Background: an optimization exercise with open tools, aiming at small area. Do not read the settings as production practice.
Where RTL was checked, it was by simulation tests only, not by an equivalence proof against the original.
The clock input has no modelled driver; a real chip could not lean on it and would need a root buffer or a full tree.
No activity file was given, so power comes from the tool's default toggle rates.

== v9 ==
==> flow/design.v (excerpt) <==
module TopModule(
    input [5:0] in,
    input clk,
    input reset,
    output [6:0] NUM,
    output [3:0] AN,
    output busy,
    output wire [5:0] in2
    );
export LEC_CHECK = 0
export CAP_MARGIN = 0
export CORE_MARGIN = 2
export CORE_UTILIZATION = 85
export SLEW_MARGIN = 0
create_clock -name core_clock -period 10.0 [get_ports {clk}]
standard.sh (not shown) runs the stock make flow with config.mk's settings and CLKGATE_MAP_FILE= SYNTH_SCRIPT=/design/flow/synth_recipe.tcl, a recipe that flattens the netlist after the stock synthesis.
==> flow/flow/run.sh <==
#!/bin/bash
# Own flow: the standard layout (standard.sh) with three changes:
#  - synthesis maps logic with flow/abc_area.script (area-oriented ABC mapping)
#    in place of ORFS's speed script; everything else in synthesis is ORFS's
#    own scripts, copied unchanged into scripts/ here;
#  - port buffers use the smallest buffer cell;
#  - the clock tree is built by flow/cts_pre.tcl (a few large clock buffers)
#    instead of TritonCTS.
# All tool output goes to standard_make.log and ORFS's own logs.
set -euo pipefail
here=$(pwd)
rm -rf "$here/scripts"
cp -r "$FLOW_HOME/scripts" "$here/scripts"
cp "$here/flow/abc_area.script" "$here/scripts/abc_speed.script"
bash standard.sh \
  "SCRIPTS_DIR=$here/scripts" \
  "BUFFER_PORTS_ARGS=-buffer_cell sky130_fd_sc_hd__buf_1" \
  "PRE_CTS_TCL=$here/flow/cts_pre.tcl" \
  CTS_LEAVES=4 CTS_ROOT=1 CTS_LEAF_CELL=sky130_fd_sc_hd__inv_16 CTS_ROOT_CELL=sky130_fd_sc_hd__inv_8 \
  finish > standard_make.log 2>&1
==> flow/flow/abc_area.script <==
&get -n
&st
&dch
&nf -a -p -R 1000 -E 50 -A 6 -F 8
&st
&dch
&nf -a -p -R 1000 -E 50 -A 6 -F 8
&put
topo
stime -c
dnsize -c
Other scripts of this flow, unchanged in this note and not shown: flow/flow/cts_pre.tcl
The following lists how v22 was set up differently from v9:
Settings: CORE_UTILIZATION: 85 -> 75.
[summary]
- When the final numbers for v9 and v22 were put side by side, the met1 layer usage reported by global route turned out to be smaller in v22.
- Looking at v9 and v22, the final critical-path required period is a wash.
- v22 completed every stage of the flow, and the final layout passed the timing, design-rule and antenna checks.
- Per the comparison of v22 with v9, final cell count about even, total iterations of the first detailed-routing run saw a decrease.
Edits applied to the flow inputs when going from v22 to v41:
Settings: a change of CORE_UTILIZATION from 75 to 60.
--- outcome ---
Smallest setup slack after layout is lower on v22
v41 — combinational power about 3% lower, v22 as reference
Status: internal power component parity (v22, v41)
Input-level comparison between v52 and v41:
Settings: CORE_UTILIZATION now 75, was 60.
diff --git a/flow/flow/run.sh b/flow/flow/run.sh
--- a/flow/flow/run.sh
+++ b/flow/flow/run.sh
@@ -7,2 +7,3 @@
-#  - the clock tree is built by flow/cts_pre.tcl (a few large clock buffers)
-#    instead of TritonCTS.
+#  - the clock tree is built by flow/cts_pre.tcl instead of TritonCTS: the
+#    clock port drives one inv_8, which drives four inv_16, each of which
+#    drives a quarter of the flip-flops.
--- outcome ---
[compare] base=v41 new=v52: sequential power has remained practically unchanged; minimum period implied by the final worst setup slack grew by 0.092 ns.
Relative to v41, total routing usage reported by global routing has increased by 6.7 points in v52.
[compare] base=v41 new=v52: initial cell density of the core increased by 17 points relative to the old numbers; clock network latency to the later pin of the worst-skew pair closely matched the old numbers.
v41 -> v52: placed wire-length estimate after detailed placement increased by a little under 10%
Layout overhead on the synthesized area, v52 and v41: higher on v41
Relative to v41, the share of cell area taken by flip-flops and latches of v52 is higher by 0.49 points.
Diff v41..v52 | overall power | negligible
Fraction of met1 tracks used by global routing, v52 and v41: higher on v52
Max worst slew margin relative to its limit across v52 and v41: v52
Changes in v36 relative to v52:
Settings: setting GPL_TIMING_DRIVEN to 0 for the first time; changing CORE_UTILIZATION from 75 to 60.
diff --git a/flow/flow/run.sh b/flow/flow/run.sh
--- a/flow/flow/run.sh
+++ b/flow/flow/run.sh
@@ -7,3 +7,2 @@
-#  - the clock tree is built by flow/cts_pre.tcl instead of TritonCTS: the
-#    clock port drives one inv_8, which drives four inv_16, each of which
-#    drives a quarter of the flip-flops.
+#  - the clock tree is built by flow/cts_pre.tcl (a few large clock buffers)
+#    instead of TritonCTS.
==> flow/flow/abc_area.script <==
&get -n
&st
&dch
&nf -a -A 6 -F 8 -R 1000 -C 32 -p
&st
&dch
&nf -a -A 6 -F 8 -R 1000 -C 32 -p
&st
&dch
&nf -a -A 6 -F 8 -R 1000 -C 32 -p
&put
topo
stime -c
dnsize -c
Actual slew at the worst max-slew pin | v36 above v52. On via count of the first global-routing pass: between v52 and v36, it ends up higher for v52. Total routing usage reported by global routing was higher in v52 than in v36. Measured against each other, v52 and v36 differ in setup slack after layout, the lower figure coming from v36. Netlist area before placement up 0.69% in v36 wrt v52. From v52 to v36 the numbers moved as follows: amount of wire on met3 after detailed routing went down, total power saw little to no change, layout-stage area growth over the synthesis result went up 1.8 points, final area went up, worst-case hold slack now smaller. Taking v52 as the reference point, the critical path depth of v36 rises by 1.
In every run of this note, the design's own scripts or RTL, not TritonCTS, make the clock network.

========
## garnet
TopModule, a different RTL version from the one above (not shown whole).
Size: about 490 cells after synthesis, about 160 flip-flops, ~26 I/O pins, ~0.0051 sq mm of cells after synthesis.
## TopModule
module TopModule(
    input [5:0] in,
    input clk,
    input reset,
    output [6:0] NUM,
    output [3:0] AN,
    output busy,
    output wire [5:0] in2
    );
clock: 10.0 ns
lec_check: 0
cap_margin: 0
core_margin: 2
core_utilization: 60
slew_margin: 0
==> flow/flow/run.sh <==
#!/bin/bash
# Own flow: the standard layout (standard.sh) with three changes:
#  - synthesis maps logic with flow/abc_area.script (area-oriented ABC mapping)
#    in place of ORFS's speed script; everything else in synthesis is ORFS's
#    own scripts, copied unchanged into scripts/ here;
#  - port buffers use the smallest buffer cell;
#  - the clock tree is built by flow/cts_pre.tcl (a few large clock buffers)
#    instead of TritonCTS.
# All tool output goes to standard_make.log and ORFS's own logs.
set -euo pipefail
here=$(pwd)
rm -rf "$here/scripts"
cp -r "$FLOW_HOME/scripts" "$here/scripts"
cp "$here/flow/abc_area.script" "$here/scripts/abc_speed.script"
bash standard.sh \
  "SCRIPTS_DIR=$here/scripts" \
  "BUFFER_PORTS_ARGS=-buffer_cell sky130_fd_sc_hd__buf_1" \
  "PRE_CTS_TCL=$here/flow/cts_pre.tcl" \
  CTS_LEAVES=4 CTS_ROOT=1 CTS_LEAF_CELL=sky130_fd_sc_hd__inv_16 CTS_ROOT_CELL=sky130_fd_sc_hd__clkinv_8 \
  finish > standard_make.log 2>&1
==> flow/flow/cts_pre.tcl <==
set leaves $::env(CTS_LEAVES)
set leaf_cell $::env(CTS_LEAF_CELL)
set block [ord::get_db_block]
set db [ord::get_db]
set clk [$block findNet clk]

set pts {}
foreach it [$clk getITerms] {
  lassign [$it getAvgXY] ok x y
  lappend pts [list $it $x $y]
}

proc bisect {pts n} {
  if {$n <= 1} { return [list $pts] }
  set xs [lsort -integer [lmap p $pts {lindex $p 1}]]
  set ys [lsort -integer [lmap p $pts {lindex $p 2}]]
  set axis [expr {([lindex $xs end] - [lindex $xs 0]) >= ([lindex $ys end] - [lindex $ys 0]) ? 1 : 2}]
  set sorted [lsort -integer -index $axis $pts]
  set n1 [expr {$n / 2}]
  set k [expr {int(round([llength $sorted] * double($n1) / $n))}]
  set a [lrange $sorted 0 [expr {$k - 1}]]
  set b [lrange $sorted $k end]
  return [concat [bisect $a $n1] [bisect $b [expr {$n - $n1}]]]
}

proc centre {pts} {
  set sx 0; set sy 0
  foreach p $pts { set sx [expr {$sx + [lindex $p 1]}]; set sy [expr {$sy + [lindex $p 2]}] }
  set n [llength $pts]
  return [list [expr {$sx / $n}] [expr {$sy / $n}]]
}

proc add_buf {block db cell name in_net x y} {
  set master [$db findMaster $cell]
  set inst [odb::dbInst_create $block $master $name]
  set out [odb::dbNet_create $block "${name}_net"]
  $out setSigType CLOCK
  foreach it [$inst getITerms] {
    if {[$it isInputSignal]} { $it connect $in_net }
    if {[$it isOutputSignal]} { $it connect $out }
  }
  $inst setLocation [expr {int($x)}] [expr {int($y)}]
  $inst setPlacementStatus PLACED
  return $out
}

set groups [bisect $pts $leaves]
set drive $clk
if {$leaves > 4 || $::env(CTS_ROOT) == 1} {
  lassign [centre $pts] cx cy
  set drive [add_buf $block $db $::env(CTS_ROOT_CELL) clkroot $clk $cx $cy]
}
set i 0
foreach g $groups {
  lassign [centre $g] cx cy
  set out [add_buf $block $db $leaf_cell clkleaf_$i $drive $cx $cy]
  foreach p $g {
    set it [lindex $p 0]
    $it disconnect
    $it connect $out
  }
  puts "clock leaf $i: [llength $g] flip-flops"
  incr i
}

rename repair_clock_inverters orfs_repair_clock_inverters
proc repair_clock_inverters {args} {}
rename clock_tree_synthesis orfs_clock_tree_synthesis
proc clock_tree_synthesis {args} {
  puts "clock tree built by cts_pre.tcl"
  set_propagated_clock [all_clocks]
}
Other scripts of this flow, unchanged in this note and not shown: flow/flow/abc_area.script
--- input diff garnet..juniper ---
diff --git a/flow/flow/run.sh b/flow/flow/run.sh
--- a/flow/flow/run.sh
+++ b/flow/flow/run.sh
@@ -18,3 +18,3 @@
   "PRE_CTS_TCL=$here/flow/cts_pre.tcl" \
-  CTS_LEAVES=4 CTS_ROOT=1 CTS_LEAF_CELL=sky130_fd_sc_hd__inv_16 CTS_ROOT_CELL=sky130_fd_sc_hd__clkinv_8 \
+  CTS_LEAVES=4 CTS_ROOT=1 CTS_LEAF_CELL=sky130_fd_sc_hd__inv_16 CTS_ROOT_CELL=sky130_fd_sc_hd__inv_8 \
   finish > standard_make.log 2>&1
==> comparison <==
In juniper the arrival time of data at the critical path endpoint turned out 0.08 ns lower than in garnet.
Diff juniper..garnet | met2 wirelength from detailed routing | unchanged
Between juniper and garnet, the via count figures differ only marginally.
Compared garnet against juniper; routed wire length within noise.
Re number of library cell types mapped by synthesis: no difference whatsoever between juniper and garnet.
juniper and garnet ended up with roughly the same data required time of the critical path.
For fraction of area in multi-input gates, juniper and garnet come out practically identical.
Relative to garnet, final period utilization has decreased by 0.84 points in juniper.
Final worst slack is higher on juniper
garnet -> juniper: count of filler cells inserted in the layout flat
No run of this note takes its clock network from TritonCTS; it comes from the design's own scripts or RTL.

========
The RTL this note starts from:
==> flow/design.v <==
module debouncer(clk, rst, trigger, PB_down);
    input clk, rst, trigger;
    output PB_down;
    localparam [15:0] INV = 16'hAAAA;
    reg PB_sync_0, PB_sync_1_n, PB_state;
    reg [15:0] PB_cnt_q;
    wire [15:0] PB_cnt = PB_cnt_q ^ INV;
    wire PB_sync_1 = ~PB_sync_1_n;
    wire PB_idle = (PB_state == PB_sync_1);
    wire low_zero = ~|PB_cnt[14:0];
    wire PB_cnt_max = PB_cnt[15] & low_zero;
    wire fb = PB_cnt[15] ^ PB_cnt[14] ^ PB_cnt[12] ^ PB_cnt[3] ^ low_zero;
    always @(posedge clk) begin
        PB_sync_0 <= ~rst & ~trigger;
        PB_sync_1_n <= rst | ~PB_sync_0;
        PB_cnt_q <= PB_idle ? INV : ({PB_cnt[14:0], fb} ^ INV);
        PB_state <= ~rst & (PB_cnt_max ? PB_sync_1 : PB_state);
    end
    assign PB_down = PB_cnt_max & PB_sync_1 & ~PB_state;
endmodule
module clkdiv(clk_100MHz, rst, tick_1kHz);
    input clk_100MHz;
    input rst;
    output tick_1kHz;
    localparam [15:0] INV = 16'hAAAA;
    reg [15:0] counter1_q;
    wire [15:0] counter1 = counter1_q ^ INV;
    reg clk_1kHz;
    wire wrap = (counter1 == 16'h9487);
    wire fb = ~(counter1[15] ^ counter1[14] ^ counter1[12] ^ counter1[3]);
    assign tick_1kHz = wrap & ~clk_1kHz;
    always @(posedge clk_100MHz) begin
        counter1_q <= (rst | wrap) ? INV : ({counter1[14:0], fb} ^ INV);
        clk_1kHz <= ~rst & (clk_1kHz ^ wrap);
    end
endmodule
module fsm(
    input [5:0] in,
    input rst,
    input clk,
    output reg [1:0] floor,
    output reg [1:0] dir,
    output reg busy
    );
    reg [1:0] dest_floor;
    reg [1:0] next_floor;
    reg [15:0] counter;
    reg reset;
    wire run = reset | busy;
    wire hit = (counter == 16'h290f);
    wire fb = ~(counter[15] ^ counter[14] ^ counter[12] ^ counter[3]);
    wire [2:0] lo = in[2:0], hi = in[5:3];
    wire lo_one = (lo == 3'b001) | (lo == 3'b010) | (lo == 3'b100);
    wire hi_one = (hi == 3'b001) | (hi == 3'b010) | (hi == 3'b100);
    wire req = (lo_one & ~|hi) | (hi_one & ~|lo);
    wire [2:0] sel = lo | hi;
    wire [1:0] req_floor = {sel[1] | sel[2], sel[2]};
    wire [1:0] nf = {floor[0] | dest_floor[1], floor[1] & dest_floor[0]};
    wire nd_up = (next_floor[1] & ~floor[1]) | (next_floor[0] & ~floor[0]);
    wire nd_down = (~next_floor[1] & floor[1]) | (~next_floor[0] & floor[0]);
    always @(posedge clk) begin
        if (rst | (run & hit)) counter <= 16'd0;
        else if (run) counter <= {counter[14:0], fb};
        if (rst) begin
            next_floor <= 2'b00;
            reset <= 1'b1;
            floor <= 2'b00;
            dir <= 2'b00;
            busy <= 1'b0;
        end else if (reset) begin
            dir <= {1'b0, ~hit};
            if (hit) reset <= 1'b0;
        end else if (!busy) begin
            if (req) begin
                dest_floor <= req_floor;
                busy <= 1'b1;
            end
        end else begin
            if (floor == dest_floor) busy <= 1'b0;
            next_floor <= nf;
            dir <= {nd_up, nd_down};
            if (hit) floor <= next_floor;
        end
    end
endmodule
module binary_to_segment(show_dir, show_floor, code, seven);
    input show_dir, show_floor;
    input [1:0] code;
    output [6:0] seven;
    wire a = code[1], b = code[0];
    wire idle_dir = show_dir & ~a & ~b;
    assign seven[6] = (show_floor & ~a) | (show_dir & ~b);
    assign seven[5] = idle_dir;
    assign seven[4] = (show_floor & a & ~b) | idle_dir;
    assign seven[3] = (show_floor | show_dir) & ~a;
    assign seven[2] = (show_floor & (~a | b)) | idle_dir;
    assign seven[1] = show_floor | idle_dir;
    assign seven[0] = (show_floor & ~a) | (show_dir & (a | b));
endmodule
module seven_alternate (floor, dir, show_dir, show_floor, code, clk, rst, en);
    input [1:0] floor;
    input [1:0] dir;
    output reg show_dir;
    output reg show_floor;
    output reg [1:0] code;
    input clk;
    input rst;
    input en;
    always @(posedge clk)
        if (rst) begin
            show_dir <= 1'b0;
            show_floor <= 1'b0;
        end else if (en) begin
            show_dir <= ~show_dir;
            show_floor <= show_dir;
        end
    always @(posedge clk)
        if (en) code <= show_dir ? floor : dir;
endmodule
module LED_display(floor, dir, hex, AN, clk, rst, en);
    input [1:0] dir;
    input [1:0] floor;
    output [6:0] hex;
    output [3:0] AN;
    input clk;
    input rst;
    input en;
    wire show_dir, show_floor;
    wire [1:0] code;
    seven_alternate s1 (floor, dir, show_dir, show_floor, code, clk, rst, en);
    binary_to_segment b1 (show_dir, show_floor, code, hex);
    assign AN = {show_floor, show_dir | show_floor, show_dir | show_floor, show_dir};
endmodule
module TopModule(
    input [5:0] in,
    input clk,
    input reset,
    output [6:0] NUM,
    output [3:0] AN,
    output busy,
    output wire [5:0] in2
    );
    wire tick_1kHz;
    wire [1:0] floor;
    wire [1:0] dir;
    debouncer d1(.clk(clk), .rst(reset), .trigger(in[0]), .PB_down(in2[0]));
    debouncer d2(.clk(clk), .rst(reset), .trigger(in[1]), .PB_down(in2[1]));
    debouncer d3(.clk(clk), .rst(reset), .trigger(in[2]), .PB_down(in2[2]));
    debouncer d4(.clk(clk), .rst(reset), .trigger(in[3]), .PB_down(in2[3]));
    debouncer d5(.clk(clk), .rst(reset), .trigger(in[4]), .PB_down(in2[4]));
    debouncer d6(.clk(clk), .rst(reset), .trigger(in[5]), .PB_down(in2[5]));
    clkdiv clgfat(.clk_100MHz(clk), .rst(reset), .tick_1kHz(tick_1kHz));
    fsm f1(.in(in2), .rst(reset), .clk(clk), .floor(floor), .dir(dir), .busy(busy));
    LED_display randall(.dir(dir), .floor(floor), .hex(NUM), .AN(AN), .clk(clk), .rst(reset), .en(tick_1kHz));
endmodule
Settings: LEC_CHECK=0, CAP_MARGIN=20, CORE_MARGIN=2, CORE_UTILIZATION=60, SLEW_MARGIN=20; clock period 10.0 ns.
==> flow/flow/run.sh <==
#!/bin/bash
set -euo pipefail
bash standard.sh \
  "BUFFER_PORTS_ARGS=-buffer_cell sky130_fd_sc_hd__buf_1" \
  "CTS_ARGS=-sink_clustering_enable -repair_clock_nets -dont_use_dummy_load -buf_list sky130_fd_sc_hd__clkbuf_8" \
  finish > standard_make.log 2>&1
Then changed:
==> flow/flow/run.sh (replaced) <==
#!/bin/bash
# Own flow: the standard layout (standard.sh) with two changes: port
# buffers use the smallest buffer cell, and the clock tree is built by
# flow/cts_pre.tcl (a few large clock buffers) instead of TritonCTS.
set -euo pipefail
here=$(pwd)
bash standard.sh \
  "BUFFER_PORTS_ARGS=-buffer_cell sky130_fd_sc_hd__buf_1" \
  "PRE_CTS_TCL=$here/flow/cts_pre.tcl" \
  CTS_LEAVES=8 CTS_LEAF_CELL=sky130_fd_sc_hd__clkbuf_8 CTS_ROOT_CELL=sky130_fd_sc_hd__clkbuf_16 \
  finish > standard_make.log 2>&1
==> flow/flow/cts_pre.tcl (new file) <==
set leaves $::env(CTS_LEAVES)
set leaf_cell $::env(CTS_LEAF_CELL)
set block [ord::get_db_block]
set db [ord::get_db]
set clk [$block findNet clk]

set pts {}
foreach it [$clk getITerms] {
  lassign [$it getAvgXY] ok x y
  lappend pts [list $it $x $y]
}

proc bisect {pts n} {
  if {$n <= 1} { return [list $pts] }
  set xs [lsort -integer [lmap p $pts {lindex $p 1}]]
  set ys [lsort -integer [lmap p $pts {lindex $p 2}]]
  set axis [expr {([lindex $xs end] - [lindex $xs 0]) >= ([lindex $ys end] - [lindex $ys 0]) ? 1 : 2}]
  set sorted [lsort -integer -index $axis $pts]
  set n1 [expr {$n / 2}]
  set k [expr {int(round([llength $sorted] * double($n1) / $n))}]
  set a [lrange $sorted 0 [expr {$k - 1}]]
  set b [lrange $sorted $k end]
  return [concat [bisect $a $n1] [bisect $b [expr {$n - $n1}]]]
}

proc centre {pts} {
  set sx 0; set sy 0
  foreach p $pts { set sx [expr {$sx + [lindex $p 1]}]; set sy [expr {$sy + [lindex $p 2]}] }
  set n [llength $pts]
  return [list [expr {$sx / $n}] [expr {$sy / $n}]]
}

proc add_buf {block db cell name in_net x y} {
  set master [$db findMaster $cell]
  set inst [odb::dbInst_create $block $master $name]
  set out [odb::dbNet_create $block "${name}_net"]
  $out setSigType CLOCK
  [$inst findITerm A] connect $in_net
  [$inst findITerm X] connect $out
  $inst setLocation [expr {int($x)}] [expr {int($y)}]
  $inst setPlacementStatus PLACED
  return $out
}

set groups [bisect $pts $leaves]
set drive $clk
if {$leaves > 4} {
  lassign [centre $pts] cx cy
  set drive [add_buf $block $db $::env(CTS_ROOT_CELL) clkroot $clk $cx $cy]
}
set i 0
foreach g $groups {
  lassign [centre $g] cx cy
  set out [add_buf $block $db $leaf_cell clkleaf_$i $drive $cx $cy]
  foreach p $g {
    set it [lindex $p 0]
    $it disconnect
    $it connect $out
  }
  puts "clock leaf $i: [llength $g] flip-flops"
  incr i
}

rename clock_tree_synthesis orfs_clock_tree_synthesis
proc clock_tree_synthesis {args} {
  puts "clock tree built by cts_pre.tcl"
  set_propagated_clock [all_clocks]
}
Result: The changed run produced a clean layout. Power came out lower by 7.5%. Clock power came out lower by about 22%. Fmax came out higher by about 2%. Wire length came out lower by about 2.3%. Cell count came out lower by 1.0%. Cell area came out lower by about 1.6%.
Function was not checked in any run of this note: the RTL went through the layout flow alone. In the second run of this note the design's own scripts or RTL, not TritonCTS, make the clock network.

## separate check: timing with driven ports
The flow's constraints put no driver on any port. The routed layouts listed below were extracted and timed again, unchanged, in two steps. Step 1 assumes that a clkbuf_16 drives the clock port and a buf_2 every other input. Step 2 times the ports against the registers' clock, not the clock port: input delays grow and output delays shrink by t, the midpoint of the rising clock arrivals with the driver on. Slacks: ideal / step 1 / step 2; pairs: ideal / step 1.
| run | t (ns) | setup WS [ns] | worst hold slack (ns) | latest minus earliest clock arrival (ns) |
|---|---|---|---|---|
| v9 | 0.255 | 5.804 / 5.756 / 6.011 | 0.384 / 0.384 / 0.384 | 0.012 / 0.012 |
| v22 | 0.254 | 5.806 / 5.759 / 6.013 | 0.385 / 0.385 / 0.385 | 0.006 / 0.007 |
| v41 | 0.256 | 5.897 / 5.850 / 6.105 | 0.378 / 0.378 / 0.378 | 0.016 / 0.015 |
| v52 | 0.254 | 5.806 / 5.759 / 6.013 | 0.385 / 0.385 / 0.385 | 0.006 / 0.007 |
| v36 | 0.256 | 5.772 / 5.725 / 5.981 | 0.378 / 0.378 / 0.378 | 0.011 / 0.011 |
| garnet | 0.338 | 5.766 / 5.716 / 6.053 | 0.388 / 0.388 / 0.388 | 0.013 / 0.013 |
| juniper | 0.252 | 5.850 / 5.803 / 6.055 | 0.387 / 0.387 / 0.387 | 0.013 / 0.012 |
| the first run of note 3 | 0.449 | 5.923 / 5.891 / 6.339 | 0.369 / 0.369 / 0.369 | 0.047 / 0.047 |
| the second run of note 3 | 0.377 | 6.006 / 5.972 / 6.349 | 0.384 / 0.384 / 0.384 | 0.010 / 0.010 |
After both steps every run listed still meets setup and hold.
